Background: an optimization exercise with open tools, aiming at small area and a short achievable clock period. Do not read the settings as production practice. Only simulation tests tie the RTL to the original design; equivalence was not proved.

==> module mult_div_pipe, before the edit <==
module mult_div_pipe (
    input clk,
    input reset_n,
    input logic op_i,
    input logic [FUNCT7_SIZE-1:0] funct7_i,
    input logic [FUNCT3_SIZE-1:0] funct3_i,
    input logic [WD_SIZE-1:0] op1_data_i,
    input logic [WD_SIZE-1:0] op2_data_i,
    input logic [INSTR_REG_SIZE-1:0] rd_i,
    input logic ctrl_reg_write_i,
    output logic [INSTR_REG_SIZE-1:0] rd_m0_o,
    output logic [INSTR_REG_SIZE-1:0] rd_m1_o,
    output logic [INSTR_REG_SIZE-1:0] rd_m2_o,
    output logic [INSTR_REG_SIZE-1:0] rd_m3_o,
    output logic [WD_SIZE-1:0] bypass_ml_data_o,
    output logic bypass_ctrl_reg_write_ml_o,
    output logic [INSTR_REG_SIZE-1:0] rd_o,
    output logic ctrl_reg_write_o,
    output logic valid_result_o,
    output logic [WD_SIZE-1:0] result_o
);
localparam integer K1 = 12;    
localparam integer K2 = 22;    
logic v0, w0;
logic [4:0] rd0;
logic [2:0] f0;
logic [31:0] a0, b0;
always_ff @(posedge clk) begin
    a0 <= op1_data_i;
    b0 <= op2_data_i;
    f0 <= funct3_i;
    if (!reset_n) begin
        v0 <= 1'b0;
        w0 <= 1'b0;
        rd0 <= 5'b0;
    end else begin
        v0 <= op_i && (funct7_i == F7_MULDIV) && ctrl_reg_write_i;
        w0 <= ctrl_reg_write_i;
        rd0 <= ctrl_reg_write_i ? rd_i : 5'b0;
    end
end
logic sa0, sb0, na0, nb0;
assign sa0 = f0[2] ? ~f0[0] : (f0[1] ^ f0[0]);
assign sb0 = f0[2] ? ~f0[0] : (f0[1:0] == 2'b01);
assign na0 = sa0 & a0[31];
assign nb0 = sb0 & b0[31];
logic [31:0] ua0, ub0;
cond_neg nga (.x (a0), .n (na0), .c (1'b1), .y (ua0));
cond_neg ngb (.x (b0), .n (nb0), .c (1'b1), .y (ub0));
logic [63:0] prod;
booth_mul bm (.x ({1'b0, ua0}), .y ({1'b0, ub0}), .p (prod));
logic [31:0] mulres;
assign mulres = (f0[1:0] == 2'b00) ? prod[31:0] : prod[63:32];
logic bz, neg, cin;
assign bz = (ub0 == 32'b0);
assign neg = ~f0[2] ? (na0 ^ nb0) : f0[1] ? na0 : (na0 ^ nb0) & ~bz;
assign cin = neg & (f0[2] | (f0[1:0] == 2'b00) | (prod[31:0] == 32'b0));
logic [K1-1:0] r1_d, q1_d;
div_chain #(.K0(0), .K1(K1)) dc1 (
    .r_i (1'b0), .n_i (ua0), .d_i (ub0), .r_o (r1_d), .q_o (q1_d)
);
logic v1, w1, neg1, cin1, rem1, mul1;
logic [4:0] rd1;
logic [K1-1:0] r1, q1;
logic [31-K1:0] n1;
logic [31:0] d1;
always_ff @(posedge clk) begin
    r1 <= r1_d;
    q1 <= q1_d;
    n1 <= ua0[31-K1:0];
    d1 <= f0[2] ? ub0 : mulres;
    neg1 <= neg;
    cin1 <= cin;
    rem1 <= f0[1];
    mul1 <= ~f0[2];
    if (!reset_n) begin
        v1 <= 1'b0;
        w1 <= 1'b0;
        rd1 <= 5'b0;
    end else begin
        v1 <= v0;
        w1 <= w0;
        rd1 <= rd0;
    end
end
logic [K2-1:0] r2_d;
logic [K2-K1-1:0] q2_d;
div_chain #(.K0(K1), .K1(K2)) dc2 (
    .r_i (r1), .n_i ({q1, n1}), .d_i (d1), .r_o (r2_d), .q_o (q2_d)
);
logic v2, w2, neg2, cin2, rem2, mul2;
logic [4:0] rd2;
logic [K2-1:0] r2, q2;
logic [31-K2:0] n2;
logic [31:0] d2;
always_ff @(posedge clk) begin
    r2 <= r2_d;
    q2 <= {q1, q2_d};
    n2 <= n1[31-K2:0];
    d2 <= d1;
    neg2 <= neg1;
    cin2 <= cin1;
    rem2 <= rem1;
    mul2 <= mul1;
    if (!reset_n) begin
        v2 <= 1'b0;
        w2 <= 1'b0;
        rd2 <= 5'b0;
    end else begin
        v2 <= v1;
        w2 <= w1;
        rd2 <= rd1;
    end
end
logic [31:0] r3_d;
logic [31-K2:0] q3_d;
div_chain #(.K0(K2), .K1(32)) dc3 (
    .r_i (r2), .n_i ({q2, n2}), .d_i (d2), .r_o (r3_d), .q_o (q3_d)
);
logic [31:0] ures, res3_d;
assign ures = mul2 ? d2 : rem2 ? r3_d : {q2, q3_d};
cond_neg ngr (.x (ures), .n (neg2), .c (cin2), .y (res3_d));
logic v3, w3, v4, w4;
logic [4:0] rd3, rd4;
logic [31:0] res3, res4;
always_ff @(posedge clk) begin
    res3 <= res3_d;
    res4 <= res3;
    if (!reset_n) begin
        v3 <= 1'b0;
        w3 <= 1'b0;
        rd3 <= 5'b0;
        v4 <= 1'b0;
        w4 <= 1'b0;
        rd4 <= 5'b0;
    end else begin
        v3 <= v2;
        w3 <= w2;
        rd3 <= rd2;
        v4 <= v3;
        w4 <= w3;
        rd4 <= rd3;
    end
end
assign rd_m0_o = rd0;
assign rd_m1_o = rd1;
assign rd_m2_o = rd2;
assign rd_m3_o = rd3;
assign bypass_ml_data_o = res3;
assign bypass_ctrl_reg_write_ml_o = w3;
assign rd_o = rd4;
assign ctrl_reg_write_o = w4;
assign valid_result_o = v4;
assign result_o = res4;
endmodule
Settings: LEC_CHECK=0, ABC_AREA=1, CAP_MARGIN=20, CORE_MARGIN=2, CORE_UTILIZATION=55, SLEW_MARGIN=20; clock period 115.0 ns.
standard.sh (not shown) runs the stock make flow with config.mk's settings and CLKGATE_MAP_FILE= SYNTH_SCRIPT=/design/flow/synth_recipe.tcl, a recipe that flattens the netlist after the stock synthesis.
==> flow/flow/run.sh <==
#!/bin/bash
# The standard layout, with repair_timing asked to leave a setup margin so
# that it shortens the register-to-register paths below the clock period.
# The clock period, the I/O delays and every other constraint are unchanged.
set -euo pipefail
export SETUP_SLACK_MARGIN=90
bash standard.sh > standard_flow.log 2>&1
Change:
--- a/flow/design.v
+++ b/flow/design.v
@@ -900,17 +900,27 @@
     output logic valid_result_o,
     output logic [WD_SIZE-1:0] result_o
 );
 localparam integer K1 = 12;    
 localparam integer K2 = 22;    
-logic v0, w0;
+logic sa_i, sb_i, na_i, nb_i;
+assign sa_i = funct3_i[2] ? ~funct3_i[0] : (funct3_i[1] ^ funct3_i[0]);
+assign sb_i = funct3_i[2] ? ~funct3_i[0] : (funct3_i[1:0] == 2'b01);
+assign na_i = sa_i & op1_data_i[31];
+assign nb_i = sb_i & op2_data_i[31];
+logic v0, w0, na0, nb0;
 logic [4:0] rd0;
 logic [2:0] f0;
-logic [31:0] a0, b0;
+logic [31:0] ua0, ub0;
+logic [31:0] ua_i, ub_i;
+cond_neg nga (.x (op1_data_i), .n (na_i), .c (1'b1), .y (ua_i));
+cond_neg ngb (.x (op2_data_i), .n (nb_i), .c (1'b1), .y (ub_i));
 always_ff @(posedge clk) begin
-    a0 <= op1_data_i;
-    b0 <= op2_data_i;
+    ua0 <= ua_i;
+    ub0 <= ub_i;
+    na0 <= na_i;
+    nb0 <= nb_i;
     f0 <= funct3_i;
     if (!reset_n) begin
         v0 <= 1'b0;
         w0 <= 1'b0;
         rd0 <= 5'b0;
@@ -918,18 +928,10 @@
         v0 <= op_i && (funct7_i == F7_MULDIV) && ctrl_reg_write_i;
         w0 <= ctrl_reg_write_i;
         rd0 <= ctrl_reg_write_i ? rd_i : 5'b0;
     end
 end
-logic sa0, sb0, na0, nb0;
-assign sa0 = f0[2] ? ~f0[0] : (f0[1] ^ f0[0]);
-assign sb0 = f0[2] ? ~f0[0] : (f0[1:0] == 2'b01);
-assign na0 = sa0 & a0[31];
-assign nb0 = sb0 & b0[31];
-logic [31:0] ua0, ub0;
-cond_neg nga (.x (a0), .n (na0), .c (1'b1), .y (ua0));
-cond_neg ngb (.x (b0), .n (nb0), .c (1'b1), .y (ub0));
 logic [63:0] prod;
 booth_mul bm (.x ({1'b0, ua0}), .y ({1'b0, ub0}), .p (prod));
 logic [31:0] mulres;
 assign mulres = (f0[1:0] == 2'b00) ? prod[31:0] : prod[63:32];
 logic bz, neg, cin;
@@ -996,19 +998,21 @@
 logic [31:0] r3_d;
 logic [31-K2:0] q3_d;
 div_chain #(.K0(K2), .K1(32)) dc3 (
     .r_i (r2), .n_i ({q2, n2}), .d_i (d2), .r_o (r3_d), .q_o (q3_d)
 );
-logic [31:0] ures, res3_d;
-assign ures = mul2 ? d2 : rem2 ? r3_d : {q2, q3_d};
-cond_neg ngr (.x (ures), .n (neg2), .c (cin2), .y (res3_d));
-logic v3, w3, v4, w4;
+logic [31:0] res3_d;
+assign res3_d = mul2 ? d2 : rem2 ? r3_d : {q2, q3_d};
+logic v3, w3, v4, w4, neg3, cin3;
 logic [4:0] rd3, rd4;
-logic [31:0] res3, res4;
+logic [31:0] res3, res4, sres;
+cond_neg ngr (.x (res3), .n (neg3), .c (cin3), .y (sres));
 always_ff @(posedge clk) begin
     res3 <= res3_d;
-    res4 <= res3;
+    neg3 <= neg2;
+    cin3 <= cin2;
+    res4 <= sres;
     if (!reset_n) begin
         v3 <= 1'b0;
         w3 <= 1'b0;
         rd3 <= 5'b0;
         v4 <= 1'b0;
@@ -1025,11 +1029,11 @@
 end
 assign rd_m0_o = rd0;
 assign rd_m1_o = rd1;
 assign rd_m2_o = rd2;
 assign rd_m3_o = rd3;
-assign bypass_ml_data_o = res3;
+assign bypass_ml_data_o = sres;
 assign bypass_ctrl_reg_write_ml_o = w3;
 assign rd_o = rd4;
 assign ctrl_reg_write_o = w4;
 assign valid_result_o = v4;
 assign result_o = res4;
What happened: The changed run produced a clean layout; design area increases by 0.89%; setup slack degrades by 1500 ps; area after synthesis grows by 2.3%; die area rose by 2.3%; global-route usage goes up by 1.7 points; via count grows by 2.3%; clock-buffer cell count is higher by 1; flip-flop and latch count climbs by 4; clock skew is about the same; cell count went up by 0.69%; first-iteration DRC count is higher by 11%; utilization drops by 0.65 points.

## static timing again, ports no longer ideal
Ports are ideal in the flow. The routed layouts listed here were re-timed in OpenROAD. Step 1, drivers: a clkbuf_16 drives clk and a buf_2 each remaining input, both assumed. Step 2 times the ports against the registers' clock, not the clock port: input delays grow and output delays shrink by t, the midpoint of the rising clock arrivals with the driver on. a / b / c = ideal / step 1 / step 2; a / b = the first two.
run	t, ns	slack for setup (ns)	hold WS [ns]	latest minus earliest clock arrival (ns)
the first run	0.667	90.472 / 90.396 / 90.078	0.311 / 0.311 / 0.311	0.036 / 0.036
the second run	0.672	89.009 / 88.929 / 89.514	0.326 / 0.326 / 0.326	0.034 / 0.034
After both steps setup and hold are still met in every run listed. For the first run, which loses most, drivers alone change the setup slack by -0.076 ns; drivers and shift together by -0.394 ns.
